From an optimization exercise on the open Yosys and OpenROAD flow, aimed at small area; shortcuts taken in it are not production practice.
Function was checked by simulation only, so behaviour that the tests miss may differ from the original.
No driver is modelled on the clock port, so clocking that relies on it looks cheaper here than on a real chip.
Power is estimated from default activity; no workload was simulated.

## flow/config.mk

```make
export PLATFORM = sky130hd
export DESIGN_NAME = ofdm_tx_backend
export DESIGN_NICKNAME = ofdm_tx_backend
export VERILOG_FILES = /design/flow/design.v
export SDC_FILE = /design/flow/constraint.sdc
export NUM_CORES = 4
export LEC_CHECK = 0
export CAP_MARGIN = 20
export CORE_MARGIN = 2
export CORE_UTILIZATION = 40
export GPL_TIMING_DRIVEN = 0
export SLEW_MARGIN = 20
```

## flow/constraint.sdc

```tcl
create_clock -name core_clock -period 5.0 [get_ports {clk}]
set_input_delay 1.0000 -clock core_clock [delete_from_list [all_inputs] [get_ports {clk}]]
set_output_delay 1.0000 -clock core_clock [all_outputs]
set_load 0.01 [all_outputs]
```

## flow/design.v

```verilog
module STS_generator(
    input       [3:0]   addr,
    output reg  [15:0]  rom
);
    always @(*) begin
        case (addr)
            4'd0: rom = {8'hde, 8'h01};
            4'd1: rom = {8'hfd, 8'hec};
            4'd2: rom = {8'h24, 8'hfd};
            4'd3: rom = {8'h18, 8'h00};
            4'd4: rom = {8'h24, 8'hfd};
            4'd5: rom = {8'hfd, 8'hec};
            4'd6: rom = {8'hde, 8'h01};
            4'd7: rom = {8'h0c, 8'h0c};
            4'd8: rom = {8'h01, 8'hde};
            4'd9: rom = {8'hec, 8'hfd};
            4'd10: rom = {8'hfd, 8'h24};
            4'd11: rom = {8'h00, 8'h18};
            4'd12: rom = {8'hfd, 8'h24};
            4'd13: rom = {8'hec, 8'hfd};
            4'd14: rom = {8'h01, 8'hde};
            4'd15: rom = {8'h0c, 8'h0c};
        endcase
    end
endmodule
module LTS_generator(
    input       [5:0]   addr,
    output      [15:0]  rom
);
    wire        neg = addr[5] && (addr[4:0] != 5'd0);
    wire [5:0]  k   = neg ? (~addr + 6'd1) : addr;
    reg  [7:0]  re, im;
    always @(*) begin
        case (k)
            6'd0: begin re = 8'h28; im = 8'h00; end
            6'd1: begin re = 8'hff; im = 8'he1; end
            6'd2: begin re = 8'h0a; im = 8'he4; end
            6'd3: begin re = 8'h19; im = 8'h15; end
            6'd4: begin re = 8'h05; im = 8'h07; end
            6'd5: begin re = 8'h0f; im = 8'hea; end
            6'd6: begin re = 8'he3; im = 8'hf2; end
            6'd7: begin re = 8'hf6; im = 8'he5; end
            6'd8: begin re = 8'h19; im = 8'hf9; end
            6'd9: begin re = 8'h0e; im = 8'h01; end
            6'd10: begin re = 8'h00; im = 8'he3; end
            6'd11: begin re = 8'hdd; im = 8'hf4; end
            6'd12: begin re = 8'h06; im = 8'hf1; end
            6'd13: begin re = 8'h0f; im = 8'hfc; end
            6'd14: begin re = 8'hfa; im = 8'h29; end
            6'd15: begin re = 8'h1f; im = 8'hff; end
            6'd16: begin re = 8'h10; im = 8'hf0; end
            6'd17: begin re = 8'h09; im = 8'h19; end
            6'd18: begin re = 8'hf1; im = 8'h0a; end
            6'd19: begin re = 8'hde; im = 8'h11; end
            6'd20: begin re = 8'h15; im = 8'h18; end
            6'd21: begin re = 8'h12; im = 8'h04; end
            6'd22: begin re = 8'hf1; im = 8'h15; end
            6'd23: begin re = 8'hf2; im = 8'hfa; end
            6'd24: begin re = 8'hf7; im = 8'hd9; end
            6'd25: begin re = 8'he1; im = 8'hfc; end
            6'd26: begin re = 8'hdf; im = 8'hfb; end
            6'd27: begin re = 8'h13; im = 8'hed; end
            6'd28: begin re = 8'hff; im = 8'h0e; end
            6'd29: begin re = 8'he8; im = 8'h1d; end
            6'd30: begin re = 8'h17; im = 8'h1b; end
            6'd31: begin re = 8'h03; im = 8'h19; end
            6'd32: begin re = 8'hd8; im = 8'h00; end
            default: begin re = 8'hxx; im = 8'hxx; end
        endcase
    end
    assign rom = {re, neg ? 8'd0 - im : im};
endmodule
module symbol_train(
    input               clk         ,
    input               rst_n       ,
    input               Tx_Clr      ,
    input               Start_En    ,
    output      [7:0]   Train_Im    ,
    output      [7:0]   Train_Re    ,
    output              Train_Adv
);
    localparam [8:0] ARMED = 9'd63;
    localparam [8:0] DONE  = 9'd385;
    reg  [8:0]  c;
    assign Train_Adv = !Tx_Clr && (Start_En || c != ARMED) && c != DONE;
    always @(posedge clk or negedge rst_n) begin
        if (!rst_n)
            c <= ARMED;
        else if (Tx_Clr)
            c <= ARMED;
        else
            c <= c + {8'd0, Train_Adv};
    end
    wire [15:0] sts_w;
    STS_generator u_STS (.addr(c[3:0]), .rom(sts_w));
    wire [15:0] sts = (c == 9'd63 || c == 9'd223) ? 16'h0606 : sts_w;
    wire [15:0] lts_w;
    LTS_generator u_LTS (.addr(c[5:0]), .rom(lts_w));
    wire [15:0] lts = (c == 9'd224) ? {8'hEC, lts_w[7:0]} :
                      (c == 9'd384) ? 16'h1400 : lts_w;
    wire [15:0] s = (c <= 9'd223) ? sts : lts;
    assign Train_Re = {s[14], s[14:8]};
    assign Train_Im = {s[6], s[6:0]};
endmodule
module spram_64(
    input               clk ,
    input       [15:0]  din ,
    output      [15:0]  dout,
    output      [15:0]  tap
);
    reg [15:0] r [0:63];
    integer i;
    always @(posedge clk) begin
        r[0] <= din;
        for (i = 1; i < 64; i = i + 1)
            r[i] <= r[i-1];
    end
    assign dout = r[63];
    assign tap  = r[47];
endmodule
module cp_add(
    input               clk         ,
    input               rst_n       ,
    input       [7:0]   Din_Re      ,
    input       [7:0]   Din_Im      ,
    input               Din_En      ,
    input       [5:0]   Din_Index   ,
    output      [7:0]   Cp_Re       ,
    output      [7:0]   Cp_Im       ,
    output              Cp_Vld
);
    wire [15:0] dly, first;
    spram_64 u_buf (.clk(clk), .din({Din_Re, Din_Im}), .dout(dly), .tap(first));
    wire        cp     = (Din_Index[5:4] == 2'b11);
    wire        w48    = cp && (Din_Index[3:0] == 4'd0);
    reg  [7:0]  Prev_Re, Prev_Im;
    always @(posedge clk or negedge rst_n) begin
        if (!rst_n) begin
            Prev_Re <= 8'd0;
            Prev_Im <= 8'd0;
        end else if (w48) begin
            Prev_Re <= first[15:8];
            Prev_Im <= first[7:0];
        end
    end
    reg  [6:0]  rd_st;
    wire        rd_en = (rd_st != 7'd0);
    always @(posedge clk or negedge rst_n) begin
        if (!rst_n)
            rd_st <= 7'd0;
        else if (Din_Index == 6'd62)
            rd_st <= 7'h40;
        else if (rd_st == 7'h09)
            rd_st <= 7'd0;
        else
            rd_st <= {rd_st[5:0], rd_st[6] ^ rd_st[5]};
    end
    wire [7:0]  win_re, win_im;
    wire [8:0]  cy_re, cy_im;
    assign cy_re[0] = 1'b0;
    assign cy_im[0] = 1'b0;
    genvar b;
    generate
        for (b = 0; b < 8; b = b + 1) begin : g_add
            assign win_re[b]  = Prev_Re[b] ^ Din_Re[b] ^ cy_re[b];
            assign cy_re[b+1] = (Prev_Re[b] & Din_Re[b]) | (cy_re[b] & (Prev_Re[b] ^ Din_Re[b]));
            assign win_im[b]  = Prev_Im[b] ^ Din_Im[b] ^ cy_im[b];
            assign cy_im[b+1] = (Prev_Im[b] & Din_Im[b]) | (cy_im[b] & (Prev_Im[b] ^ Din_Im[b]));
        end
    endgenerate
    assign Cp_Vld = cp || rd_en;
    assign Cp_Re  = w48 ? {1'b0, win_re[7:1]} : cp ? Din_Re : dly[15:8];
    assign Cp_Im  = w48 ? {1'b0, win_im[7:1]} : cp ? Din_Im : dly[7:0];
endmodule
`timescale 1ns / 1ps
module ofdm_tx_backend(
    input               clk             ,
    input               rst_n           ,
    input               Tx_Clr          ,
    input               Train_Start_En  ,
    input       [7:0]   Din_Re          ,
    input       [7:0]   Din_Im          ,
    input               Din_En          ,
    input       [5:0]   Din_Index       ,
    output reg  [7:0]   Dout_Re         ,
    output reg  [7:0]   Dout_Im         ,
    output reg          Dout_Vld
);
    wire [7:0]       Train_Im   ;
    wire [7:0]       Train_Re   ;
    wire             Train_Adv  ;
    wire [7:0]       Cp_Re      ;
    wire [7:0]       Cp_Im      ;
    wire             Cp_Vld     ;
    symbol_train  u_train (
        .clk                (clk            ),
        .rst_n              (rst_n          ),
        .Tx_Clr             (Tx_Clr         ),
        .Start_En           (Train_Start_En ),
        .Train_Im           (Train_Im       ),
        .Train_Re           (Train_Re       ),
        .Train_Adv          (Train_Adv      )
    );
    cp_add  u_cp_add(
        .clk                (clk            ),
        .rst_n              (rst_n          ),
        .Din_Re             (Din_Re         ),
        .Din_Im             (Din_Im         ),
        .Din_En             (Din_En         ),
        .Din_Index          (Din_Index      ),
        .Cp_Re              (Cp_Re          ),
        .Cp_Im              (Cp_Im          ),
        .Cp_Vld             (Cp_Vld         )
    );
    always @(posedge clk or negedge rst_n) begin
        if (!rst_n)
            Dout_Vld <= 1'b0;
        else
            Dout_Vld <= Train_Adv | Cp_Vld;
    end
    always @(posedge clk) begin
        Dout_Im <= Train_Adv ? Train_Re : Cp_Re;
        Dout_Re <= Train_Adv ? Train_Im : Cp_Im;
    end
endmodule
```

## flow/flow/run.sh

```bash
#!/bin/bash
# Own layout flow: the standard flow (standard.sh) with
#  - the standard synthesis script, except that ABC maps for area
#    (flow/abc_area.script) instead of delay; registers are untouched,
#  - clock tree synthesis without dummy loads,
#  - the smallest buffer on the input and output ports,
#  - after clock tree synthesis, clock buffers with light loads swapped for
#    smaller ones (flow/post_cts.tcl).
# Each tool's output goes to the ORFS logs under orfs/logs/; make's own
# output goes to flow_make.log here.
set -euo pipefail
W=$(pwd)

# synthesis script: synth_recipe.tcl with the ABC script replaced
{
  echo "proc abc {args} { set i [lsearch \$args -script]; lset args [expr {\$i+1}] $W/flow/abc_area.script; yosys abc {*}\$args }"
  cat "$W/synth_recipe.tcl"
} > "$W/flow_synth.tcl"
sed "s#$W/synth_recipe.tcl#$W/flow_synth.tcl#g" "$W/standard.sh" > "$W/flow_standard.sh"
grep -q flow_synth.tcl "$W/flow_standard.sh"

export CTS_ARGS="-sink_clustering_enable -repair_clock_nets -dont_use_dummy_load -sink_clustering_size 36 -sink_clustering_max_diameter 80"
export BUFFER_PORTS_ARGS="-buffer_cell sky130_fd_sc_hd__buf_1"
export POST_CTS_TCL="$W/flow/post_cts.tcl"

bash "$W/flow_standard.sh" > "$W/flow_make.log" 2>&1
```

## flow/flow/abc_area.script

```
strash
&get -n
&deepsyn -T 20
&put
dch -f
amap
```

## flow/flow/post_cts.tcl

```tcl
estimate_parasitics -placement
set slew_limit 0.110
set sizes {sky130_fd_sc_hd__clkbuf_16 sky130_fd_sc_hd__clkbuf_8 sky130_fd_sc_hd__clkbuf_4}
proc load_slew { inst } {
  set worst 0.0
  foreach pin [get_pins -of_objects [get_nets -of_objects [get_pins $inst/X]]] {
    if { [get_property $pin direction] != "input" } { continue }
    foreach p {slew_max_rise slew_max_fall} {
      set s [get_property $pin $p]
      if { $s > $worst } { set worst $s }
    }
  }
  return $worst
}
set n_changed 0
foreach inst [get_cells -hierarchical clkbuf_*] {
  set master [get_property [get_property $inst liberty_cell] name]
  if { $master != "sky130_fd_sc_hd__clkbuf_16" } { continue }
  set name [get_property $inst full_name]
  set best $master
  foreach cell [lrange $sizes 1 end] {
    replace_cell $name $cell
    estimate_parasitics -placement
    set s [load_slew $name]
    if { $s <= $slew_limit } {
      set best $cell
    } else {
      break
    }
  }
  replace_cell $name $best
  if { $best != $master } {
    incr n_changed
    puts "post_cts: $name $master -> $best"
  }
}
estimate_parasitics -placement
puts "post_cts: resized $n_changed clock buffers"
```

## flow/standard.sh

```bash
#!/bin/bash
# synth_recipe.tcl (not shown) runs the flow's synth.tcl, then flattens the netlist and writes it again
# the make line also repeats each setting of config.mk as NAME=value (left out here)
make -C /OpenROAD-flow-scripts/flow DESIGN_CONFIG=/design/flow/config.mk WORK_HOME=/design/flow/orfs CLKGATE_MAP_FILE= SYNTH_SCRIPT=/design/flow/synth_recipe.tcl "${@:-finish}"
```

==> key figures, run 1 <==
Status
  – Status: no timing/DRC/antenna violations

Place
  – Final GP Congestion: 0.8370
  – Placed cell count: between 2000 and 2500
  – DP HPWL: 21070 um
  – Placed inst area: 25060 um^2
  – Quantity of I/O buffers inserted on ports: 42

Die
  – Number of cell rows: 89
  – Die Area: 61690 um^2
  – CORE AREA: roughly 59000 um^2
  – Count of boundary I/O pins: 44
  – Horizontal die dimension: ~250 um
  – Effective utilization at floorplan: 0.4048
  – Die Height: approximately 250 um

Yosys
  – Portion of synthesized cell area occupied by the leading cell type: 0.8715
  – Net count after synthesis: ~1500
  – Cell taking the most area after synthesis: sky130_fd_sc_hd__dfxtp_1
  – Share of synthesized area spent on multiplexers: 0
  – Cells after synthesis: roughly 1400
  – Dominant cell by count in the synthesized netlist: sky130_fd_sc_hd__dfxtp_1
  – Synth Cell Area: between 20000 and 25000 um^2
  – Post-synthesis simple-gate area fraction: 0.02676
  – Largest family of logic cells by synthesized area: compound AO/OA/AOI/OAI gates
  – Synth Area in Adders: 0.01791
  – Total of flip-flops plus latches after synthesis: approximately 1100
  – Post-Synth XOR/XNOR Area: 0
  – Share of synthesized area occupied by flip-flops and latches: 0.9064
  – List of most frequent post-synthesis cells: sky130_fd_sc_hd__dfxtp_1 (1040), sky130_fd_sc_hd__nor2_1 (70), sky130_fd_sc_hd__clkinv_1 (62), sky130_fd_sc_hd__nand2_1 (34), sky130_fd_sc_hd__dfrtp_1 (27)
  – Mean Syn Cell Area: roughly 17 um^2
  – Post-synthesis compound-gate area fraction: 0.03918
  – EDFF count, synth: 0
  – Number of different library cells in the post-synthesis netlist: 40
  – Top flip-flop cell by instance count after synthesis: sky130_fd_sc_hd__dfxtp_1
  – Biggest area contributors in the synthesized netlist: sky130_fd_sc_hd__dfxtp_1 (87%), sky130_fd_sc_hd__dfrtp_1 (2.8%), sky130_fd_sc_hd__nor2_1 (1.1%)
  – Fraction of registers with async set/reset: 0.03075
  – Yosys warnings: 7

Timing
  – RSZ-0062 raised after global routing: false
  – Worst Hold Margin: between 0.2 and 0.3 ns
  – FMAX: about 210 MHz
  – Relative slew margins: 0.3111
  – Final-report max-slew violation count: 0
  – Endpoints failing setup: 0
  – Min Clock Period, post-route: roughly 4.8 ns
  – Final TNS setup: 0 ns
  – Transition time at the pin with the least slew margin: 1.030 ns
  – Hold Fails Final Rpt: 0
  – Worst clock skew on the final layout: 0.06290 ns
  – Final worst-path cycle share: 0.9552

Drt
  – Detailed-route DRC error count: 0
  – Routed via count: slightly below 10000
  – Antenna Violating Nets Remaining: 0
  – Final WL: between 30000 and 40000 um
  – Vias per cell: roughly 4.2
  – Total iterations of the first detailed-routing run: 8
  – Average wire per standard cell: between 10 and 15 um
  – Violation count after the first detailed-routing iteration: approximately 500

Critical path
  – List of cells traversed by the critical path: clkinv_1, nor2_2, nand2_1, nor3_1, clkinv_1, o41ai_4, buf_4, clkinv_1, nor3_2, buf_4, clkinv_1, o221ai_1
  – Cell at the slowest stage of the critical path: sky130_fd_sc_hd__dfstp_2
  – Arrival time of data at the critical path endpoint: 5.20 ns
  – Worst Path Class, Setup: flip-flop to flip-flop
  – Biggest fanout along the worst timing path: 9
  – Kind of end point of the critical path: flip-flop
  – Library cell appearing most often on the critical path: sky130_fd_sc_hd__clkinv_1
  – Sort of element at the start of the critical path: flip-flop
  – Delay of the slowest cell on the worst path: roughly 0.65 ns
  – Data required time of the critical path: between 5 and 6 ns

Finish
  – Relative area change from synthesis to final layout: 9.873%
  – Flip-flop and latch area: around 22000 um^2
  – Final cell count without fillers: approximately 2300
  – Number of nets in the finished design: ~1600
  – Area of the multi-input gates: ~2200 um^2
  – Core utilization of the finished layout: 0.4447
  – Fraction of final layout cells sized beyond drive strength 1: 0.05755
  – Fill cell count: between 5000 and 6000
  – Finished layout cell area: ~26000 um^2

Clock tree
  – TritonCTS clock tree: done
  – Clock-pin slew reported for the worst setup and hold paths after clock tree synthesis: ~0.11 ns
  – Clock net sink count: approximately 1100
  – Clock latency of the later-clocked register in the worst-skew pair: approximately 0.58 ns

Power and ir drop
  – Max VDD drop: around 0.42 mV
  – Total power divided by cell area: 554.7 nW/um^2
  – Leak pwr: around 10 nW

Global routing
  – Global-route wire length before repair: 52300 um
  – Global-route congestion overflow total: 0
  – Pin count of the biggest net entering global routing: 37
  – GRT met1 Usage: 0.1711
  – Peak-usage layer in the global routing report: met1
  – Global routing met2 resource utilization: 0.1512
  – Antenna violations before repair: 2
  – Vias in the first global route: between 9000 and 10000
  – GRT Util Overall: 0.1101
  – Met3 track utilization from global routing: 0.02079

Min path
  – Class of the worst hold path: input port to asynchronous set/reset pin

Flow run
  – Max-cap violation count: 0
[per-stage QoR]
step / total power [mW] / setup slack (ns)
floorplan: 10.31 / 0.2560
global placement: 10.97 / -2.950
detailed placement: 10.93 / -1.862
global route: 15.20 / 0.02227
finish: 14.56 / 0.2241
[registers in the layout, indices dropped and copies added, names as in the netlist]
signal,count
u_cp_add.u_buf.r,1024
u_cp_add.Prev_Im,8
Dout_Im,8
Dout_Vld,1
u_cp_add.rd_st,7
Dout_Re,8
u_train.c,9
u_cp_add.Prev_Re,8
[layer usage]
metal,wire length (um),vias to the layer above
li1,-,4795
met1,18320,4627
met2,13170,171
met3,1270,65
met4,945,0
met5,0,-
[layout by cell type, fill, tap and decap left out, drive strengths merged, types with 15 or more instances in the layout]
master	Yosys	final
clkbuf	0	38
nor2	70	70
dfrtp	27	27
ha	15	15
dfxtp	1040	1040
nor3	17	17
o21ai	19	19
a21oi	16	16
buf	0	54
nand2	34	34
clkinv	62	58
[cell type report]
type | instances | area share
Tap cell | 773 | 0.03685
Multi-Input combinational cell | 302 | 0.08342
Antenna cell | 2 | 0.0001907
Sequential cell | 1073 | 0.8252
Clock buffer | 38 | 0.03489
Timing Repair Buffer | 54 | 0.009963
Inverter | 62 | 0.009438
[power by group]
group	total, mW	leakage, nW	internal (mW)	switching, mW
sequential	9.21	9.08	9.04	0.167
combinational	1.80	0.918	0.611	1.19
clock	3.55	0.453	1.33	2.22
total	14.6	10.5	11.0	3.58
[path summary, 6_finish.rpt]
| check | start | end | slack (ns) | cells past startpoint |
|---|---|---|---|---|
| max reg2reg | u_train.c[2] | Dout_Im[6] | 0.22 | 12 |
| max | u_train.c[2] | Dout_Im[6] | 0.22 | 12 |
| min reg2reg | u_cp_add.u_buf.r[46][0] | u_cp_add.u_buf.r[47][0] | 0.28 | 0 |
| max in group asynchronous | rst_n | u_cp_add.rd_st[1] | 4.25 | 2 |
| min in group core_clock | u_cp_add.u_buf.r[46][0] | u_cp_add.u_buf.r[47][0] | 0.28 | 0 |
| min | rst_n | u_train.c[7] | 0.27 | 1 |
[worst max-delay path, delay by kind of cell, from the launching register on]
family | cells | cell delay (ns)
flops | 1 | 0.65
compound gates | 2 | 1.08
simple gates | 4 | 1.37
buf+inv | 6 | 1.50
[cells by family (layout without fill, tap and decap cells)]
group | Yosys count | in the layout
AOI/OAI and AO/OA | 129 | 129
DFF | 1073 | 1073
adders and majority gates | 27 | 27
other | 0 | 2
buffers and inverters | 62 | 154
and+or+nand+nor | 146 | 146
==> inputs of run 2 (changes only) <==
--- a/flow/design.v
+++ b/flow/design.v
@@ -29,5 +29,16 @@
 );
+    reg  [7:0]  re, im;
     wire        neg = addr[5] && (addr[4:0] != 5'd0);
-    wire [5:0]  k   = neg ? (~addr + 6'd1) : addr;
-    reg  [7:0]  re, im;
+    wire [5:0]  ka;
+    wire [7:0]  imn;
+    genvar i;
+    generate
+        for (i = 0; i < 6; i = i + 1) begin : g_k
+            assign ka[i] = addr[i] ^ (neg & (|(addr & ((6'd1 << i) - 6'd1))));
+        end
+        for (i = 0; i < 8; i = i + 1) begin : g_im
+            assign imn[i] = im[i] ^ (neg & (|(im & ((8'd1 << i) - 8'd1))));
+        end
+    endgenerate
+    wire [5:0]  k   = ka;
     always @(*) begin
@@ -70,3 +81,3 @@
     end
-    assign rom = {re, neg ? 8'd0 - im : im};
+    assign rom = {re, imn};
 endmodule
--- a/flow/flow/post_cts.tcl
+++ b/flow/flow/post_cts.tcl
@@ -1,3 +1,3 @@
 estimate_parasitics -placement
-set slew_limit 0.110
+set slew_limit 0.115
 set sizes {sky130_fd_sc_hd__clkbuf_16 sky130_fd_sc_hd__clkbuf_8 sky130_fd_sc_hd__clkbuf_4}
==> key figures, run 2 <==
Status
  – Status: no timing/DRC/antenna violations (unchanged)

Critical path
  – R2r worst-path depth: 24 (was 12)
  – Reg2reg start: u_train.c[1] (was u_train.c[2])
  – Biggest fanout along the worst timing path: 5 (was 9)
  – Setup slack on the worst flop-to-flop path: 0.27 ns (was 0.22 ns)
  – Kind of end point of the critical path: flip-flop (unchanged)
  – FF-to-FF End: Dout_Re[6] (was Dout_Im[6])
  – Data required time of the critical path: 5.45 ns (was 5.42 ns)
  – Arrival time of data at the critical path endpoint: 5.17 ns (was 5.20 ns)
  – Worst Path Class, Setup: flip-flop to flip-flop (unchanged)
  – Sort of element at the start of the critical path: flip-flop (unchanged)

Finish
  – Core utilization of the finished layout: 0.4419 (was 0.4447)
  – Relative area change from synthesis to final layout: 9.417% (was 9.873%)
  – Highest-count cells in the layout ignoring fill and taps: sky130_fd_sc_hd__dfxtp_1 (1040), sky130_fd_sc_hd__nor2_1 (65), sky130_fd_sc_hd__clkinv_1 (50), sky130_fd_sc_hd__buf_1 (41), sky130_fd_sc_hd__clkbuf_16 (34) (was sky130_fd_sc_hd__dfxtp_1 (1040), sky130_fd_sc_hd__nor2_1 (62), sky130_fd_sc_hd__clkinv_1 (54), sky130_fd_sc_hd__buf_1 (41), sky130_fd_sc_hd__clkbuf_16 (36))
  – Top flop regs: u_cp_add.u_buf.r (1024), u_train.c (9) (unchanged)
  – Fraction of final layout cells sized beyond drive strength 1: 0.05581 (was 0.05755)
  – Final cell count without fillers: 2298 (was 2304)
  – Max FFs per register: 1024 (unchanged)
  – Number of nets in the finished design: 1577 (was 1585)
  – Most common cell after layout, fill and taps aside: sky130_fd_sc_hd__dfxtp_1 (unchanged)
  – Biggest register: u_cp_add.u_buf.r (unchanged)

Yosys
  – Synth Area in Adders: 0.01690 (was 0.01791)
  – Dominant cell by count in the synthesized netlist: sky130_fd_sc_hd__dfxtp_1 (unchanged)
  – Synth Cell Area: 23840 um^2 (was 23890 um^2)
  – Fraction of registers with async set/reset: 0.03075 (unchanged)
  – Largest family of logic cells by synthesized area: compound AO/OA/AOI/OAI gates (unchanged)
  – Cell taking the most area after synthesis: sky130_fd_sc_hd__dfxtp_1 (unchanged)
  – Mean Syn Cell Area: 16.66 um^2 (was 16.62 um^2)
  – Cells after synthesis: 1431 (was 1437)
  – Post-Synth XOR/XNOR Area: 0.0003675 (was 0)
  – Biggest area contributors in the synthesized netlist: sky130_fd_sc_hd__dfxtp_1 (87%), sky130_fd_sc_hd__dfrtp_1 (2.8%), sky130_fd_sc_hd__nor2_1 (1.2%) (was sky130_fd_sc_hd__dfxtp_1 (87%), sky130_fd_sc_hd__dfrtp_1 (2.8%), sky130_fd_sc_hd__nor2_1 (1.1%))
  – Number of different library cells in the post-synthesis netlist: 46 (was 40)
  – Top flip-flop cell by instance count after synthesis: sky130_fd_sc_hd__dfxtp_1 (unchanged)
  – Net count after synthesis: 1483 (was 1491)
  – Portion of synthesized cell area occupied by the leading cell type: 0.8735 (was 0.8715)
  – Share of synthesized area spent on multiplexers: 0 (unchanged)
  – EDFF count, synth: 0 (unchanged)
  – List of most frequent post-synthesis cells: sky130_fd_sc_hd__dfxtp_1 (1040), sky130_fd_sc_hd__nor2_1 (74), sky130_fd_sc_hd__clkinv_1 (59), sky130_fd_sc_hd__o21ai_0 (33), sky130_fd_sc_hd__dfrtp_1 (27) (was sky130_fd_sc_hd__dfxtp_1 (1040), sky130_fd_sc_hd__nor2_1 (70), sky130_fd_sc_hd__clkinv_1 (62), sky130_fd_sc_hd__nand2_1 (34), sky130_fd_sc_hd__dfrtp_1 (27))
  – Post-synthesis simple-gate area fraction: 0.02546 (was 0.02676)
  – Total of flip-flops plus latches after synthesis: 1073 (unchanged)
  – Share of synthesized area occupied by flip-flops and latches: 0.9085 (was 0.9064)
  – Post-synthesis compound-gate area fraction: 0.03953 (was 0.03918)
  – Yosys warnings: 7 (unchanged)

Die
  – CORE AREA: 59020 um^2 (unchanged)
  – Die Height: 248.1 um (was 248.4 um)
  – Die Area: 61560 um^2 (was 61690 um^2)
  – Count of boundary I/O pins: 44 (unchanged)
  – Horizontal die dimension: 248.1 um (was 248.4 um)
  – Effective utilization at floorplan: 0.4039 (was 0.4048)
  – Number of cell rows: 89 (unchanged)

Place
  – Placed cell count: 2248 (was 2255)
  – Quantity of I/O buffers inserted on ports: 42 (unchanged)
  – Final GP Congestion: 0.7993 (was 0.8370)
  – DP HPWL: 20520 um (was 21070 um)
  – Worst Setup Slack post-DPL: -0.8947 ns (was -1.862 ns)

Timing
  – FMAX: 211.6 MHz (was 209.4 MHz)
  – Final-report max-slew violation count: 0 (unchanged)
  – Endpoints failing setup: 0 (unchanged)
  – Relative slew margins: 0.4785 (was 0.3111)
  – Transition time at the pin with the least slew margin: 0.7804 ns (was 1.030 ns)
  – Min Clock Period, post-route: 4.725 ns (was 4.776 ns)
  – Post-layout worst setup margin: 0.2746 ns (was 0.2241 ns)
  – RSZ-0062 raised after global routing: false (unchanged)
  – Hold Fails Final Rpt: 0 (unchanged)
  – Worst clock skew on the final layout: 0.07233 ns (was 0.06290 ns)
  – Final worst-path cycle share: 0.9451 (was 0.9552)

Global routing
  – Pin count of the biggest net entering global routing: 37 (unchanged)
  – Global-route congestion overflow total: 0 (unchanged)
  – Antenna violations before repair: 4 (was 2)
  – Global-route wire length before repair: 51340 um (was 52300 um)
  – GRT Util Overall: 0.1072 (was 0.1101)
  – Vias in the first global route: 9381 (was 9362)

Power and ir drop
  – Design internal power: 10.86 mW (was 10.98 mW)
  – Sequential Power Share: 0.645 (was 0.632)
  – Clock power frac: 0.247 (was 0.244)
  – Max VDD drop: 0.3536 mV (was 0.4166 mV)
  – Switching share of total power: 0.2384 (was 0.2456)
  – Total power divided by cell area: 547.0 nW/um^2 (was 554.7 nW/um^2)
  – Leak pwr: 10.43 nW (was 10.46 nW)
  – Proportion of power drawn by combinational gates: 0.109 (was 0.124)
  – Reported net switching power: 3.401 mW (was 3.576 mW)

Drt
  – Final WL: 32370 um (was 33710 um)
  – Average wire per standard cell: 14.08 um (was 14.63 um)
  – Routed via count: 9520 (was 9658)
  – Vias per cell: 4.143 (was 4.192)
  – Total iterations of the first detailed-routing run: 5 (was 8)
  – Detailed-route DRC error count: 0 (unchanged)
  – Antenna Violating Nets Remaining: 0 (unchanged)
  – Violation count after the first detailed-routing iteration: 581 (was 513)

Flow run
  – Max-cap violation count: 0 (unchanged)

Min path
  – Class of the worst hold path: input port to asynchronous set/reset pin (unchanged)

Clock tree
  – Clock latency of the later-clocked register in the worst-skew pair: 0.59 ns (was 0.58 ns)
  – TritonCTS clock tree: done (unchanged)
  – Clock-pin slew reported for the worst setup and hold paths after clock tree synthesis: 0.12 ns (was 0.11 ns)
  – Clock net sink count: 1073 (unchanged)
## run 2: cells by family (layout without fill, tap and decap cells)
| group | Yosys count | in the layout |
|---|---|---|
| flops | 1073 | 1073 |
| simple gates | 138 | 138 |
| compound gates | 135 | 135 |
| buf+inv | 59 | 151 |
| fa+ha+maj | 25 | 25 |
| xor+xnor | 1 | 1 |
| other cells | 0 | 2 |
## run 2: layer usage
metal | up-vias | GRT usage | wire length, um | part of all wire
met4 | 0 | 0.04412 | 1028 | 0.032
li1 | 4765 | - | - | -
met3 | 68 | 0.02058 | 1385 | 0.043
met2 | 164 | 0.1525 | 13030 | 0.40
met5 | - | 0 | 0 | 0
met1 | 4523 | 0.1596 | 16920 | 0.52
## run 2: worst max-delay path by stage
stage | start | to | slack [ns] | cells after the start
2_1_floorplan | u_train.c[0] | Dout_Re[6] | 0.65 | 22
3_3_place_gp | u_train.c[0] | Dout_Re[6] | -1.09 | 24
3_5_place_dp | u_train.c[0] | Dout_Re[6] | -0.89 | 22
5_1_grt | u_train.c[0] | Dout_Re[6] | 0.009 | 23
6_report | u_train.c[1] | Dout_Re[6] | 0.27 | 24
## run 2: per-stage QoR
| step | TNS [ns] | total power [mW] | hold WS, ns | area, um^2 |
|---|---|---|---|---|
| after global placement | -6.917 | 10.76 | 0.3096 | 24960 |
| after global routing | 0 | 14.92 | 0.2287 | 26080 |
| final | 0 | 14.27 | 0.2701 | 26080 |
| after detailed placement | -3.325 | 10.75 | 0.3121 | 24990 |
| after floorplan | 0 | 10.23 | 0.3096 | 23840 |
## run 2: layout make-up
type	instances	area, um^2
fill	5184	32940
sequential	1073	21660
multi-input combinational	299	2063
tap	773	967.2
clock buffer	37	885.9
timing repair buffer	55	269.0
inverter	59	232.7
antenna	2	5.005
## run 2: power groups by stage
stage / clock, mW / sequential, mW / combinational [mW]
2_1_floorplan: 0 / 9.36 / 0.875
3_3_place_gp: 0 / 9.39 / 1.37
3_5_place_dp: 0 / 9.40 / 1.35
5_1_grt: 3.97 / 9.25 / 1.70
6_report: 3.52 / 9.20 / 1.55
## run 2: critical path, stage by stage, from the launching register on
cell and delay, ns:
sky130_fd_sc_hd__dfstp_2 0.62, sky130_fd_sc_hd__clkinvlp_4 0.16, sky130_fd_sc_hd__ha_2 0.21, sky130_fd_sc_hd__clkinv_1 0.07
sky130_fd_sc_hd__nor2_2 0.05, sky130_fd_sc_hd__nand2_2 0.13, sky130_fd_sc_hd__o21ai_2 0.09, sky130_fd_sc_hd__nor2_2 0.16
sky130_fd_sc_hd__nor2_1 0.06, sky130_fd_sc_hd__a21oi_2 0.22, sky130_fd_sc_hd__clkinv_2 0.12, sky130_fd_sc_hd__ha_1 0.34
sky130_fd_sc_hd__o21ai_0 0.15, sky130_fd_sc_hd__o32a_1 0.24, sky130_fd_sc_hd__nor2_2 0.16, sky130_fd_sc_hd__nor2_1 0.09
sky130_fd_sc_hd__nor2_2 0.17, sky130_fd_sc_hd__o21ai_0 0.12, sky130_fd_sc_hd__nand2_1 0.10, sky130_fd_sc_hd__nand2_1 0.09
sky130_fd_sc_hd__a21o_1 0.22, sky130_fd_sc_hd__nor2b_1 0.15, sky130_fd_sc_hd__o221ai_1 0.23, sky130_fd_sc_hd__nand2_1 0.15
sky130_fd_sc_hd__a2111o_1 0.48
==> inputs of run 3 (changes only) <==
--- a/flow/flow/post_cts.tcl
+++ b/flow/flow/post_cts.tcl
@@ -1,3 +1,3 @@
 estimate_parasitics -placement
-set slew_limit 0.115
+set slew_limit 0.110
 set sizes {sky130_fd_sc_hd__clkbuf_16 sky130_fd_sc_hd__clkbuf_8 sky130_fd_sc_hd__clkbuf_4}
==> key figures, run 3 <==
Finish
  – Final cell count without fillers: 2298 (unchanged)
  – Relative area change from synthesis to final layout: 9.417% (unchanged)
  – Max FFs per register: 1024 (unchanged)
  – Most common cell after layout, fill and taps aside: sky130_fd_sc_hd__dfxtp_1 (unchanged)
  – Number of nets in the finished design: 1577 (unchanged)
  – Highest-count cells in the layout ignoring fill and taps: sky130_fd_sc_hd__dfxtp_1 (1040), sky130_fd_sc_hd__nor2_1 (65), sky130_fd_sc_hd__clkinv_1 (50), sky130_fd_sc_hd__buf_1 (41), sky130_fd_sc_hd__clkbuf_16 (34) (unchanged)
  – Top flop regs: u_cp_add.u_buf.r (1024), u_train.c (9) (unchanged)
  – Core utilization of the finished layout: 0.4419 (unchanged)
  – Biggest register: u_cp_add.u_buf.r (unchanged)
  – Flip-flop and latch area: 21660 um^2 (unchanged)
  – Fraction of final layout cells sized beyond drive strength 1: 0.05581 (unchanged)
  – Area of the multi-input gates: 2063 um^2 (unchanged)
  – Fill cell count: 5184 (unchanged)

Drt
  – Detailed-route DRC error count: 0 (unchanged)
  – Vias per cell: 4.143 (unchanged)
  – Routed via count: 9520 (unchanged)
  – Average wire per standard cell: 14.08 um (unchanged)
  – Final WL: 32370 um (unchanged)
  – Violation count after the first detailed-routing iteration: 581 (unchanged)
  – Antenna Violating Nets Remaining: 0 (unchanged)
  – Total iterations of the first detailed-routing run: 5 (unchanged)

Global routing
  – Vias in the first global route: 9381 (unchanged)
  – Global-route congestion overflow total: 0 (unchanged)
  – Pin count of the biggest net entering global routing: 37 (unchanged)
  – GRT Util Overall: 0.1072 (unchanged)
  – Global-route wire length before repair: 51340 um (unchanged)
  – Antenna violations before repair: 4 (unchanged)

Yosys
  – Top flip-flop cell by instance count after synthesis: sky130_fd_sc_hd__dfxtp_1 (unchanged)
  – Yosys warnings: 7 (unchanged)
  – Net count after synthesis: 1483 (unchanged)
  – Cell taking the most area after synthesis: sky130_fd_sc_hd__dfxtp_1 (unchanged)
  – Biggest area contributors in the synthesized netlist: sky130_fd_sc_hd__dfxtp_1 (87%), sky130_fd_sc_hd__dfrtp_1 (2.8%), sky130_fd_sc_hd__nor2_1 (1.2%) (unchanged)
  – Synth Cell Area: 23840 um^2 (unchanged)
  – Dominant cell by count in the synthesized netlist: sky130_fd_sc_hd__dfxtp_1 (unchanged)
  – Cells after synthesis: 1431 (unchanged)
  – Mean Syn Cell Area: 16.66 um^2 (unchanged)
  – Total of flip-flops plus latches after synthesis: 1073 (unchanged)
  – Share of synthesized area occupied by flip-flops and latches: 0.9085 (unchanged)
  – List of most frequent post-synthesis cells: sky130_fd_sc_hd__dfxtp_1 (1040), sky130_fd_sc_hd__nor2_1 (74), sky130_fd_sc_hd__clkinv_1 (59), sky130_fd_sc_hd__o21ai_0 (33), sky130_fd_sc_hd__dfrtp_1 (27) (unchanged)
  – Fraction of registers with async set/reset: 0.03075 (unchanged)
  – EDFF count, synth: 0 (unchanged)
  – Number of different library cells in the post-synthesis netlist: 46 (unchanged)
  – Portion of synthesized cell area occupied by the leading cell type: 0.8735 (unchanged)

Timing
  – Final-report max-slew violation count: 0 (unchanged)
  – Transition time at the pin with the least slew margin: 0.7804 ns (unchanged)
  – Min Clock Period, post-route: 4.725 ns (unchanged)
  – Endpoints failing setup: 0 (unchanged)
  – FMAX: 211.6 MHz (unchanged)
  – Relative slew margins: 0.4785 (unchanged)
  – Hold Fails Final Rpt: 0 (unchanged)
  – Final TNS setup: 0 ns (unchanged)
  – Worst clock skew on the final layout: 0.07233 ns (unchanged)
  – Final worst-path cycle share: 0.9451 (unchanged)
  – RSZ-0062 raised after global routing: false (unchanged)

Clock tree
  – Clock-pin slew reported for the worst setup and hold paths after clock tree synthesis: 0.12 ns (about the same)
  – Clock latency of the later-clocked register in the worst-skew pair: 0.59 ns (about the same)
  – TritonCTS clock tree: done (unchanged)
  – Clock net sink count: 1073 (unchanged)

Place
  – DP HPWL: 20520 um (unchanged)
  – Quantity of I/O buffers inserted on ports: 42 (unchanged)
  – Placed cell count: 2248 (unchanged)
  – Final GP Congestion: 0.7993 (unchanged)

Min path
  – Class of the worst hold path: input port to asynchronous set/reset pin (unchanged)

Critical path
  – List of cells traversed by the critical path: clkinvlp_4, ha_2, clkinv_1, nor2_2, nand2_2, o21ai_2, nor2_2, nor2_1, a21oi_2, clkinv_2, ha_1, o21ai_0, o32a_1, nor2_2, nor2_1, nor2_2, o21ai_0, nand2_1, nand2_1, a21o_1, nor2b_1, o221ai_1, nand2_1, a2111o_1 (unchanged)
  – Library cell appearing most often on the critical path: sky130_fd_sc_hd__nor2_2 (unchanged)
  – Biggest fanout along the worst timing path: 5 (unchanged)
  – Cell at the slowest stage of the critical path: sky130_fd_sc_hd__dfstp_2 (unchanged)
  – Data required time of the critical path: 5.45 ns (about the same)
  – Sort of element at the start of the critical path: flip-flop (unchanged)
  – Kind of end point of the critical path: flip-flop (unchanged)
  – Arrival time of data at the critical path endpoint: 5.17 ns (about the same)
  – Delay of the slowest cell on the worst path: 0.62 ns (about the same)
  – Worst Path Class, Setup: flip-flop to flip-flop (unchanged)

Die
  – Horizontal die dimension: 248.1 um (unchanged)
  – Count of boundary I/O pins: 44 (unchanged)
  – Effective utilization at floorplan: 0.4039 (unchanged)
  – Number of cell rows: 89 (unchanged)
  – Die Area: 61560 um^2 (unchanged)
  – CORE AREA: 59020 um^2 (unchanged)
  – Die Height: 248.1 um (unchanged)

Status
  – Status: no timing/DRC/antenna violations (unchanged)

Power and ir drop
  – Max VDD drop: 0.3536 mV (unchanged)
  – Total power divided by cell area: 547.0 nW/um^2 (unchanged)
  – Leak pwr: 10.43 nW (unchanged)

Flow run
  – Max-cap violation count: 0 (unchanged)
-- run 3: cell counts after synthesis --
Identical to the previous run, type by type.
-- run 3: logic make-up (layout without fill, tap and decap cells) --
kind of cell,count (synthesis),in the layout,share of synthesized area
DFF,1073,1073,0.9085
and+or+nand+nor,138,138,0.02546
AOI/OAI and AO/OA,135,135,0.03953
buffers and inverters,59,151,0.009291
adders and majority gates,25,25,0.01690
xor gates and xnor gates,1,1,0.0003675
other,0,2,0
-- run 3: where the power goes --
part	switching, mW	internal, mW	total [mW]
Sequential	0.168	9.03	9.20
Combinational	1.01	0.542	1.55
Clock	2.23	1.29	3.52
Total	3.40	10.9	14.3
-- run 3: layer usage --
| metal | wire, um | part of all wire | track usage |
|---|---|---|---|
| met1 | 16920 | 0.52 | 0.1596 |
| met2 | 13030 | 0.40 | 0.1525 |
| met3 | 1385 | 0.043 | 0.02058 |
| met4 | 1028 | 0.032 | 0.04412 |
| met5 | 0 | 0 | 0 |
-- run 3: area by class of cell --
cell class / instances / share of cell area
Sequential cell: 1073 / 0.8304
Multi-Input combinational cell: 299 / 0.07911
Tap cell: 773 / 0.03709
Clock buffer: 37 / 0.03397
Timing Repair Buffer: 55 / 0.01031
Inverter: 59 / 0.008923
Antenna cell: 2 / 0.0001919
-- run 3: worst paths after layout --
| path | slack, ns | start | endpoint | cells past startpoint |
|---|---|---|---|---|
| setup / recovery | 0.27 | u_train.c[1] | Dout_Re[6] | 24 |
| hold / removal | 0.27 | rst_n | u_train.c[8] | 1 |
| setup reg to reg | 0.27 | u_train.c[1] | Dout_Re[6] | 24 |
| hold reg to reg | 0.29 | u_cp_add.u_buf.r[54][1] | u_cp_add.u_buf.r[55][1] | 0 |
| max in group asynchronous | 4.25 | rst_n | u_train.c[2] | 2 |
| min in group core_clock | 0.29 | u_cp_add.u_buf.r[54][1] | u_cp_add.u_buf.r[55][1] | 0 |
-- run 3: worst max-delay path, delay by kind of cell (launching register included) --
kind,cells,cell delay [ns]
AOI/OAI and AO/OA,8,1.75
adders and majority gates,2,0.55
DFF,1,0.62
and+or+nand+nor,11,1.31
buffers and inverters,3,0.35
-- run 3: stage by stage --
step / setup slack [ns] / power [mW] / hold WS (ns) / area (um^2)
floorplan: 0.6510 / 10.23 / 0.3096 / 23840
global placement: -1.086 / 10.76 / 0.3096 / 24960
detailed placement: -0.8947 / 10.75 / 0.3121 / 24990
global route: 0.008651 / 14.92 / 0.2287 / 26080
finish: 0.2746 / 14.27 / 0.2701 / 26080
==> inputs of run 4 (changes only) <==
==> flow/flow/abc_area.script (replaced) <==
strash
&get -n
&deepsyn -T 20
&put
dch -f
map -a
amap
==> key figures, run 4 <==
Status
  – Status: no timing/DRC/antenna violations (unchanged)

Timing
  – Hold Fails Final Rpt: 0 (unchanged)
  – Final worst-path cycle share: 0.9383 (was 0.9451)
  – Min Clock Period, post-route: 4.691 ns (was 4.725 ns)
  – FMAX: 213.2 MHz (was 211.6 MHz)
  – Transition time at the pin with the least slew margin: 0.7617 ns (was 0.7804 ns)
  – Relative slew margins: 0.4916 (was 0.4785)
  – Worst Hold Margin: 0.2627 ns (was 0.2701 ns)
  – Final-report max-slew violation count: 0 (unchanged)
  – Endpoints failing setup: 0 (unchanged)
  – Worst clock skew on the final layout: 0.04262 ns (was 0.07233 ns)

Critical path
  – Data required time of the critical path: 5.36 ns (was 5.45 ns)
  – Kind of end point of the critical path: flip-flop (unchanged)
  – List of cells traversed by the critical path: clkinv_1, ha_1, clkinv_1, o21ai_2, o22ai_2, clkinv_2, nor2_4, clkinv_1, o21ai_0, o32ai_1, and2_4, nor3_1, o21ai_1, nand2_1, a21o_1, nand2_1, nand2_1, nand2_1, o221ai_1, o2111ai_1 (was clkinvlp_4, ha_2, clkinv_1, nor2_2, nand2_2, o21ai_2, nor2_2, nor2_1, a21oi_2, clkinv_2, ha_1, o21ai_0, o32a_1, nor2_2, nor2_1, nor2_2, o21ai_0, nand2_1, nand2_1, a21o_1, nor2b_1, o221ai_1, nand2_1, a2111o_1)
  – Delay of the slowest cell on the worst path: 0.73 ns (was 0.62 ns)
  – Reg2reg start: u_train.c[1] (unchanged)
  – Sort of element at the start of the critical path: flip-flop (unchanged)
  – Arrival time of data at the critical path endpoint: 5.05 ns (was 5.17 ns)
  – Worst Path Class, Setup: flip-flop to flip-flop (unchanged)
  – Source of the critical timing path: u_train.c[1] (unchanged)
  – Kind of cell adding the most delay to the critical path: compound AO/OA/AOI/OAI gates (unchanged)
  – Number of buffers and inverters on the critical path: 4 (was 3)
  – Biggest fanout along the worst timing path: 11 (was 5)
  – Cell at the slowest stage of the critical path: sky130_fd_sc_hd__dfstp_4 (was sky130_fd_sc_hd__dfstp_2)
  – Library cell appearing most often on the critical path: sky130_fd_sc_hd__nand2_1 (was sky130_fd_sc_hd__nor2_2)

Clock tree
  – Clock latency of the later-clocked register in the worst-skew pair: 0.59 ns (about the same)
  – Clock net sink count: 1073 (unchanged)
  – TritonCTS clock tree: done (unchanged)
  – Clock-pin slew reported for the worst setup and hold paths after clock tree synthesis: 0.12 ns (about the same)

Place
  – Placed inst area: 25000 um^2 (was 24990 um^2)
  – Quantity of I/O buffers inserted on ports: 42 (unchanged)
  – DP HPWL: 20380 um (was 20520 um)
  – Final GP Congestion: 0.8184 (was 0.7993)
  – Placed cell count: 2237 (was 2248)

Yosys
  – List of most frequent post-synthesis cells: sky130_fd_sc_hd__dfxtp_1 (1040), sky130_fd_sc_hd__clkinv_1 (62), sky130_fd_sc_hd__nor2_1 (50), sky130_fd_sc_hd__nand2_1 (33), sky130_fd_sc_hd__dfrtp_1 (27) (was sky130_fd_sc_hd__dfxtp_1 (1040), sky130_fd_sc_hd__nor2_1 (74), sky130_fd_sc_hd__clkinv_1 (59), sky130_fd_sc_hd__o21ai_0 (33), sky130_fd_sc_hd__dfrtp_1 (27))
  – Total of flip-flops plus latches after synthesis: 1073 (unchanged)
  – Biggest area contributors in the synthesized netlist: sky130_fd_sc_hd__dfxtp_1 (87%), sky130_fd_sc_hd__dfrtp_1 (2.8%), sky130_fd_sc_hd__fa_1 (1.0%) (was sky130_fd_sc_hd__dfxtp_1 (87%), sky130_fd_sc_hd__dfrtp_1 (2.8%), sky130_fd_sc_hd__nor2_1 (1.2%))
  – Number of different library cells in the post-synthesis netlist: 47 (was 46)
  – Cells after synthesis: 1419 (was 1431)
  – Portion of synthesized cell area occupied by the leading cell type: 0.8735 (unchanged)
  – Mean Syn Cell Area: 16.80 um^2 (was 16.66 um^2)
  – Top flip-flop cell by instance count after synthesis: sky130_fd_sc_hd__dfxtp_1 (unchanged)
  – Net count after synthesis: 1471 (was 1483)
  – Yosys warnings: 7 (unchanged)
  – Synth Cell Area: 23840 um^2 (unchanged)
  – Dominant cell by count in the synthesized netlist: sky130_fd_sc_hd__dfxtp_1 (unchanged)
  – Share of synthesized area occupied by flip-flops and latches: 0.9085 (unchanged)
  – EDFF count, synth: 0 (unchanged)
  – Cell taking the most area after synthesis: sky130_fd_sc_hd__dfxtp_1 (unchanged)
  – Fraction of registers with async set/reset: 0.03075 (unchanged)

Global routing
  – Global-route wire length before repair: 51360 um (was 51340 um)
  – Pin count of the biggest net entering global routing: 37 (unchanged)
  – Antenna violations before repair: 1 (was 4)
  – GRT Util Overall: 0.1069 (was 0.1072)
  – Vias in the first global route: 9320 (was 9381)
  – Global-route congestion overflow total: 0 (unchanged)

Die
  – Effective utilization at floorplan: 0.4039 (unchanged)
  – Horizontal die dimension: 248.1 um (unchanged)
  – CORE AREA: 59020 um^2 (unchanged)
  – Count of boundary I/O pins: 44 (unchanged)
  – Number of cell rows: 89 (unchanged)
  – Die Area: 61560 um^2 (unchanged)
  – Die Height: 248.1 um (unchanged)

Drt
  – Total iterations of the first detailed-routing run: 5 (unchanged)
  – Vias per cell: 4.166 (was 4.143)
  – Final WL: 32250 um (was 32370 um)
  – Antenna Violating Nets Remaining: 0 (unchanged)
  – Detailed-route DRC error count: 0 (unchanged)
  – Average wire per standard cell: 14.13 um (was 14.08 um)
  – Violation count after the first detailed-routing iteration: 584 (was 581)
  – Routed via count: 9512 (was 9520)

Finish
  – Final cell count without fillers: 2283 (was 2298)
  – Number of nets in the finished design: 1560 (was 1577)
  – Relative area change from synthesis to final layout: 9.344% (was 9.417%)
  – Most common cell after layout, fill and taps aside: sky130_fd_sc_hd__dfxtp_1 (unchanged)
  – Highest-count cells in the layout ignoring fill and taps: sky130_fd_sc_hd__dfxtp_1 (1040), sky130_fd_sc_hd__clkinv_1 (58), sky130_fd_sc_hd__nor2_1 (44), sky130_fd_sc_hd__buf_1 (41), sky130_fd_sc_hd__clkbuf_16 (36) (was sky130_fd_sc_hd__dfxtp_1 (1040), sky130_fd_sc_hd__nor2_1 (65), sky130_fd_sc_hd__clkinv_1 (50), sky130_fd_sc_hd__buf_1 (41), sky130_fd_sc_hd__clkbuf_16 (34))
  – Biggest register: u_cp_add.u_buf.r (unchanged)
  – Flip-flop and latch area: 21660 um^2 (about the same)
  – Fill cell count: 5208 (was 5184)
  – Top flop regs: u_cp_add.u_buf.r (1024), u_train.c (9) (unchanged)
  – Max FFs per register: 1024 (unchanged)
  – Area of the multi-input gates: 2058 um^2 (was 2063 um^2)
  – Fraction of final layout cells sized beyond drive strength 1: 0.04781 (was 0.05581)
  – Finished layout cell area: 26060 um^2 (was 26080 um^2)

Power and ir drop
  – Leak pwr: 10.44 nW (was 10.43 nW)
  – Max VDD drop: 0.4535 mV (was 0.3536 mV)
  – Total power divided by cell area: 543.3 nW/um^2 (was 547.0 nW/um^2)
  – Total power of the final layout: 14.16 mW (was 14.27 mW)

Min path
  – Class of the worst hold path: input port to asynchronous set/reset pin (unchanged)

Flow run
  – Max-cap violation count: 0 (unchanged)
## run 4: cells by family (layout without fill, tap and decap cells)
group / Yosys count / count (layout) / share of synthesized area
buf+inv: 62 / 148 / 0.009764
fa+ha+maj: 25 / 25 / 0.01690
flops: 1073 / 1073 / 0.9085
simple gates: 122 / 123 / 0.02268
other cells: 0 / 4 / 0
compound gates: 135 / 135 / 0.04147
xor+xnor: 2 / 2 / 0.0007350
## run 4: through the flow
stage | worst slack (ns) | util | setup TNS (ns)
global route | -0.001356 | 0.4414 | -0.001356
detailed placement | -1.253 | 0.4236 | -7.078
floorplan | 0.6770 | - | 0
finish | 0.3086 | 0.4416 | 0
global placement | -2.990 | 0.4229 | -56.15
## run 4: cell type report
| cell class | instances | area share |
|---|---|---|
| sequential | 1073 | 0.8311 |
| multi-input combinational | 285 | 0.07897 |
| tap | 773 | 0.03711 |
| clock buffer | 36 | 0.03457 |
| inverter | 62 | 0.009073 |
| timing repair buffer | 50 | 0.008785 |
| antenna | 4 | 0.0003841 |
## run 4: power breakdown
group	switching (mW)	leakage, nW	internal, mW
clock	2.21	0.444	1.32
combinational	0.971	0.893	0.483
sequential	0.163	9.10	9.01
## run 4: metal layers
layer	routed length [um]	global-route usage	up-vias
met5	0	0	-
met4	796	0.03379	0
met3	1214	0.01950	50
met2	12870	0.1547	139
met1	17380	0.1615	4585
li1	-	-	4738
## run 4: final timing paths
kind,endpoint,slack (ns),depth (start not counted)
setup / recovery,Dout_Re[5],0.31,20
hold / removal,u_cp_add.Prev_Im[3],0.26,1
setup reg to reg,Dout_Re[5],0.31,20
hold reg to reg,u_cp_add.u_buf.r[15][11],0.30,0
max in group asynchronous,u_train.c[3],4.21,2
min in group core_clock,u_cp_add.u_buf.r[15][11],0.30,0
==> inputs of run 5 (changes only) <==
--- a/flow/flow/run.sh
+++ b/flow/flow/run.sh
@@ -21,3 +21,3 @@
 
-export CTS_ARGS="-sink_clustering_enable -repair_clock_nets -dont_use_dummy_load -sink_clustering_size 36 -sink_clustering_max_diameter 80"
+export CTS_ARGS="-sink_clustering_enable -repair_clock_nets -dont_use_dummy_load -sink_clustering_size 36 -sink_clustering_max_diameter 90"
 export BUFFER_PORTS_ARGS="-buffer_cell sky130_fd_sc_hd__buf_1"
==> flow/flow/abc_area.script (replaced) <==
strash
&get -n
&deepsyn -T 20
&put
dch -f
amap
==> key figures, run 5 <==
Finish
  – Top flop regs: u_cp_add.u_buf.r (1024), u_train.c (9) (unchanged)
  – Core utilization of the finished layout: 0.4420 (was 0.4416)
  – Number of nets in the finished design: 1577 (was 1560)
  – Fraction of final layout cells sized beyond drive strength 1: 0.05515 (was 0.04781)
  – Fill cell count: 5175 (was 5208)
  – Most common cell after layout, fill and taps aside: sky130_fd_sc_hd__dfxtp_1 (unchanged)
  – Relative area change from synthesis to final layout: 9.433% (was 9.344%)
  – Max FFs per register: 1024 (unchanged)
  – Biggest register: u_cp_add.u_buf.r (unchanged)
  – Highest-count cells in the layout ignoring fill and taps: sky130_fd_sc_hd__dfxtp_1 (1040), sky130_fd_sc_hd__nor2_1 (66), sky130_fd_sc_hd__clkinv_1 (50), sky130_fd_sc_hd__buf_1 (41), sky130_fd_sc_hd__clkbuf_16 (34) (was sky130_fd_sc_hd__dfxtp_1 (1040), sky130_fd_sc_hd__clkinv_1 (58), sky130_fd_sc_hd__nor2_1 (44), sky130_fd_sc_hd__buf_1 (41), sky130_fd_sc_hd__clkbuf_16 (36))

Critical path
  – Data required time of the critical path: 5.45 ns (was 5.36 ns)
  – Worst Path Class, Setup: flip-flop to flip-flop (unchanged)
  – Sort of element at the start of the critical path: flip-flop (unchanged)
  – Kind of end point of the critical path: flip-flop (unchanged)
  – Arrival time of data at the critical path endpoint: 5.23 ns (was 5.05 ns)
  – Biggest fanout along the worst timing path: 5 (was 11)

Power and ir drop
  – Leak pwr: 10.43 nW (was 10.44 nW)
  – Total power of the final layout: 14.29 mW (was 14.16 mW)
  – Max VDD drop: 0.3483 mV (was 0.4535 mV)
  – Total power divided by cell area: 547.8 nW/um^2 (was 543.3 nW/um^2)

Drt
  – Routed via count: 9540 (was 9512)
  – Average wire per standard cell: 14.14 um (was 14.13 um)
  – Violation count after the first detailed-routing iteration: 579 (was 584)
  – Vias per cell: 4.151 (was 4.166)
  – Antenna Violating Nets Remaining: 0 (unchanged)
  – Detailed-route DRC error count: 0 (unchanged)
  – Final WL: 32480 um (was 32250 um)
  – Total iterations of the first detailed-routing run: 5 (unchanged)

Timing
  – Transition time at the pin with the least slew margin: 0.7910 ns (was 0.7617 ns)
  – Worst clock skew on the final layout: 0.07263 ns (was 0.04262 ns)
  – Endpoints failing setup: 0 (unchanged)
  – Final worst-path cycle share: 0.9555 (was 0.9383)
  – Final-report max-slew violation count: 0 (unchanged)
  – RSZ-0062 raised after global routing: false
  – Hold Fails Final Rpt: 0 (unchanged)
  – FMAX: 209.3 MHz (was 213.2 MHz)
  – Relative slew margins: 0.4714 (was 0.4916)
  – Min Clock Period, post-route: 4.777 ns (was 4.691 ns)
  – Final TNS setup: 0 ns (unchanged)

Place
  – DP HPWL: 20520 um (was 20380 um)
  – Final GP Congestion: 0.7993 (was 0.8184)
  – Quantity of I/O buffers inserted on ports: 42 (unchanged)

Min path
  – Class of the worst hold path: input port to asynchronous set/reset pin (unchanged)

Yosys
  – Post-synthesis compound-gate area fraction: 0.03953 (was 0.04147)
  – Mean Syn Cell Area: 16.66 um^2 (was 16.80 um^2)
  – Largest family of logic cells by synthesized area: compound AO/OA/AOI/OAI gates (unchanged)
  – Portion of synthesized cell area occupied by the leading cell type: 0.8735 (unchanged)
  – Post-synthesis simple-gate area fraction: 0.02546 (was 0.02268)
  – Biggest area contributors in the synthesized netlist: sky130_fd_sc_hd__dfxtp_1 (87%), sky130_fd_sc_hd__dfrtp_1 (2.8%), sky130_fd_sc_hd__nor2_1 (1.2%) (was sky130_fd_sc_hd__dfxtp_1 (87%), sky130_fd_sc_hd__dfrtp_1 (2.8%), sky130_fd_sc_hd__fa_1 (1.0%))
  – Share of synthesized area spent on multiplexers: 0 (unchanged)
  – Top flip-flop cell by instance count after synthesis: sky130_fd_sc_hd__dfxtp_1 (unchanged)
  – List of most frequent post-synthesis cells: sky130_fd_sc_hd__dfxtp_1 (1040), sky130_fd_sc_hd__nor2_1 (74), sky130_fd_sc_hd__clkinv_1 (59), sky130_fd_sc_hd__o21ai_0 (33), sky130_fd_sc_hd__dfrtp_1 (27) (was sky130_fd_sc_hd__dfxtp_1 (1040), sky130_fd_sc_hd__clkinv_1 (62), sky130_fd_sc_hd__nor2_1 (50), sky130_fd_sc_hd__nand2_1 (33), sky130_fd_sc_hd__dfrtp_1 (27))
  – Net count after synthesis: 1483 (was 1471)
  – Yosys warnings: 7 (unchanged)
  – Dominant cell by count in the synthesized netlist: sky130_fd_sc_hd__dfxtp_1 (unchanged)
  – Share of synthesized area occupied by flip-flops and latches: 0.9085 (unchanged)
  – Cells after synthesis: 1431 (was 1419)
  – Synth Cell Area: 23840 um^2 (unchanged)
  – Fraction of registers with async set/reset: 0.03075 (unchanged)
  – Cell taking the most area after synthesis: sky130_fd_sc_hd__dfxtp_1 (unchanged)
  – Total of flip-flops plus latches after synthesis: 1073 (unchanged)
  – Post-Synth XOR/XNOR Area: 0.0003675 (was 0.0007349)
  – EDFF count, synth: 0 (unchanged)
  – Number of different library cells in the post-synthesis netlist: 46 (was 47)
  – Synth Area in Adders: 0.01690 (unchanged)

Die
  – Number of cell rows: 89 (unchanged)
  – CORE AREA: 59020 um^2 (unchanged)
  – Effective utilization at floorplan: 0.4039 (unchanged)
  – Horizontal die dimension: 248.1 um (unchanged)
  – Die Area: 61560 um^2 (unchanged)
  – Die Height: 248.1 um (unchanged)
  – Count of boundary I/O pins: 44 (unchanged)

Clock tree
  – Clock latency of the later-clocked register in the worst-skew pair: 0.59 ns (about the same)
  – Clock net sink count: 1073 (unchanged)
  – Clock-pin slew reported for the worst setup and hold paths after clock tree synthesis: 0.12 ns (about the same)
  – TritonCTS clock tree: done (unchanged)

Flow run
  – Max-cap violation count: 0 (unchanged)

Global routing
  – Pin count of the biggest net entering global routing: 37 (unchanged)
  – Antenna violations before repair: 4 (was 1)
  – Global-route wire length before repair: 51270 um (was 51360 um)
  – Global-route congestion overflow total: 0 (unchanged)
  – GRT Util Overall: 0.1068 (was 0.1069)
  – Vias in the first global route: 9373 (was 9320)

Status
  – Status: no timing/DRC/antenna violations (unchanged)
run 5: cell types whose count changed after synthesis, sizes merged, moves of 4 or more:
| cell | change |
|---|---|
| a2111oi | +4 |
| a211oi | +4 |
| a221oi | -4 |
| a22o | -11 |
| nand2 | -13 |
| nor2 | +24 |
| o2111ai | -5 |
| o21ai | +9 |
| o221ai | -4 |
| o22a | +8 |
run 5: critical path, cell delays in order, from the launching register on:
cell and delay, ns:
sky130_fd_sc_hd__dfstp_2 0.62, sky130_fd_sc_hd__clkinvlp_4 0.16, sky130_fd_sc_hd__ha_2 0.21, sky130_fd_sc_hd__clkinv_1 0.07
sky130_fd_sc_hd__nor2_2 0.05, sky130_fd_sc_hd__nand2_2 0.13, sky130_fd_sc_hd__o21ai_2 0.09, sky130_fd_sc_hd__nor2_1 0.19
sky130_fd_sc_hd__nor2_1 0.07, sky130_fd_sc_hd__a21oi_2 0.23, sky130_fd_sc_hd__clkinv_2 0.12, sky130_fd_sc_hd__ha_1 0.33
sky130_fd_sc_hd__o21ai_0 0.15, sky130_fd_sc_hd__o32a_1 0.24, sky130_fd_sc_hd__nor2_2 0.17, sky130_fd_sc_hd__nor2_1 0.09
sky130_fd_sc_hd__nor2_2 0.16, sky130_fd_sc_hd__o21ai_0 0.13, sky130_fd_sc_hd__nand2_1 0.11, sky130_fd_sc_hd__nand2_1 0.09
sky130_fd_sc_hd__a21o_1 0.22, sky130_fd_sc_hd__nor2b_1 0.15, sky130_fd_sc_hd__o221ai_1 0.24, sky130_fd_sc_hd__nand2_1 0.15
sky130_fd_sc_hd__a2111o_1 0.48
run 5: logic make-up (layout without fill, tap and decap cells):
| kind of cell | count (synthesis) | count (layout) |
|---|---|---|
| flip-flops | 1073 | 1073 |
| AND/OR/NAND/NOR | 138 | 138 |
| buffers and inverters | 59 | 151 |
| adder cells (fa/ha/maj) | 25 | 25 |
| other | 0 | 2 |
| XOR/XNOR | 1 | 1 |
| AO/OA/AOI/OAI | 135 | 135 |
run 5: where the power goes:
group / internal, mW / total (mW) / leakage, nW / switching [mW]
combinational: 0.542 / 1.55 / 0.903 / 1.01
sequential: 9.03 / 9.20 / 9.08 / 0.168
clock: 1.30 / 3.54 / 0.441 / 2.24
run 5: path summary, 6_finish.rpt:
check	from	endpoint	slack, ns	cells after the start
max in group asynchronous	rst_n	u_train.c[2]	4.26	2
min in group core_clock	u_cp_add.u_buf.r[54][4]	u_cp_add.u_buf.r[55][4]	0.28	0
hold / removal	rst_n	u_train.c[7]	0.26	1
setup reg to reg	u_train.c[1]	Dout_Re[6]	0.22	24
setup / recovery	u_train.c[1]	Dout_Re[6]	0.22	24
hold reg to reg	u_cp_add.u_buf.r[54][4]	u_cp_add.u_buf.r[55][4]	0.28	0
run 5: cell type report:
cell class / count / area (um^2) / share of cell area
antenna: 2 / 5.005 / 0.0001919
clock buffer: 37 / 892.1 / 0.03420
timing repair buffer: 55 / 269.0 / 0.01031
multi-input combinational: 299 / 2061 / 0.07900
tap: 773 / 967.2 / 0.03708
sequential: 1073 / 21660 / 0.8303
inverter: 59 / 232.7 / 0.008922
run 5: per-layer routing:
| metal | up-vias | routed length, um | global-route usage |
|---|---|---|---|
| met5 | - | 0 | 0 |
| li1 | 4762 | - | - |
| met2 | 184 | 12830 | 0.1519 |
| met1 | 4524 | 17080 | 0.1593 |
| met3 | 70 | 1485 | 0.02015 |
| met4 | 0 | 1092 | 0.04359 |
run 5: through the flow:
stage / instances / setup slack (ns) / area, um^2 / hold slack, ns
2_1_floorplan: 1431 / 0.6510 / 23840 / 0.3096
3_5_place_dp: 2248 / -0.8947 / 24990 / 0.3121
5_1_grt: 2296 / 0.001377 / 26080 / 0.2212
6_report: 2298 / 0.2226 / 26080 / 0.2593
3_3_place_gp: 2246 / -1.086 / 24960 / 0.3096

[separate check: timing with driven ports]
How much do the figures lean on ideal ports? The routed layouts below were timed once more, with nothing changed but the port constraints.
Step 1 assumes that a clkbuf_16 drives the clock port and a buf_2 every other input.
Step 2 also shifts input and output timing later by t, the mid clock arrival at the registers, as if the neighbouring blocks saw the same clock.
Slacks: ideal / step 1 / step 2; pairs: ideal / step 1.
run | t, ns | setup WS [ns] | worst register clock-pin slew, ns | worst slew at a driven data input, ns | cell pins on the clock port's net
run 1 | 0.605 | 0.224 / 0.224 / 0.210 | 0.12 / 0.12 | 0.12 | 1
run 2 | 0.608 | 0.275 / 0.275 / 0.182 | 0.12 / 0.12 | 0.07 | 1
run 3 | 0.608 | 0.275 / 0.275 / 0.182 | 0.12 / 0.12 | 0.07 | 1
run 4 | 0.611 | 0.309 / 0.309 / 0.160 | 0.12 / 0.12 | 0.09 | 1
run 5 | 0.609 | 0.223 / 0.223 / 0.198 | 0.12 / 0.12 | 0.07 | 1
After both steps setup and hold are still met in every run listed. The setup slack of run 4, which loses most, moves by 0.000 ns with the drivers and by -0.149 ns with both steps.
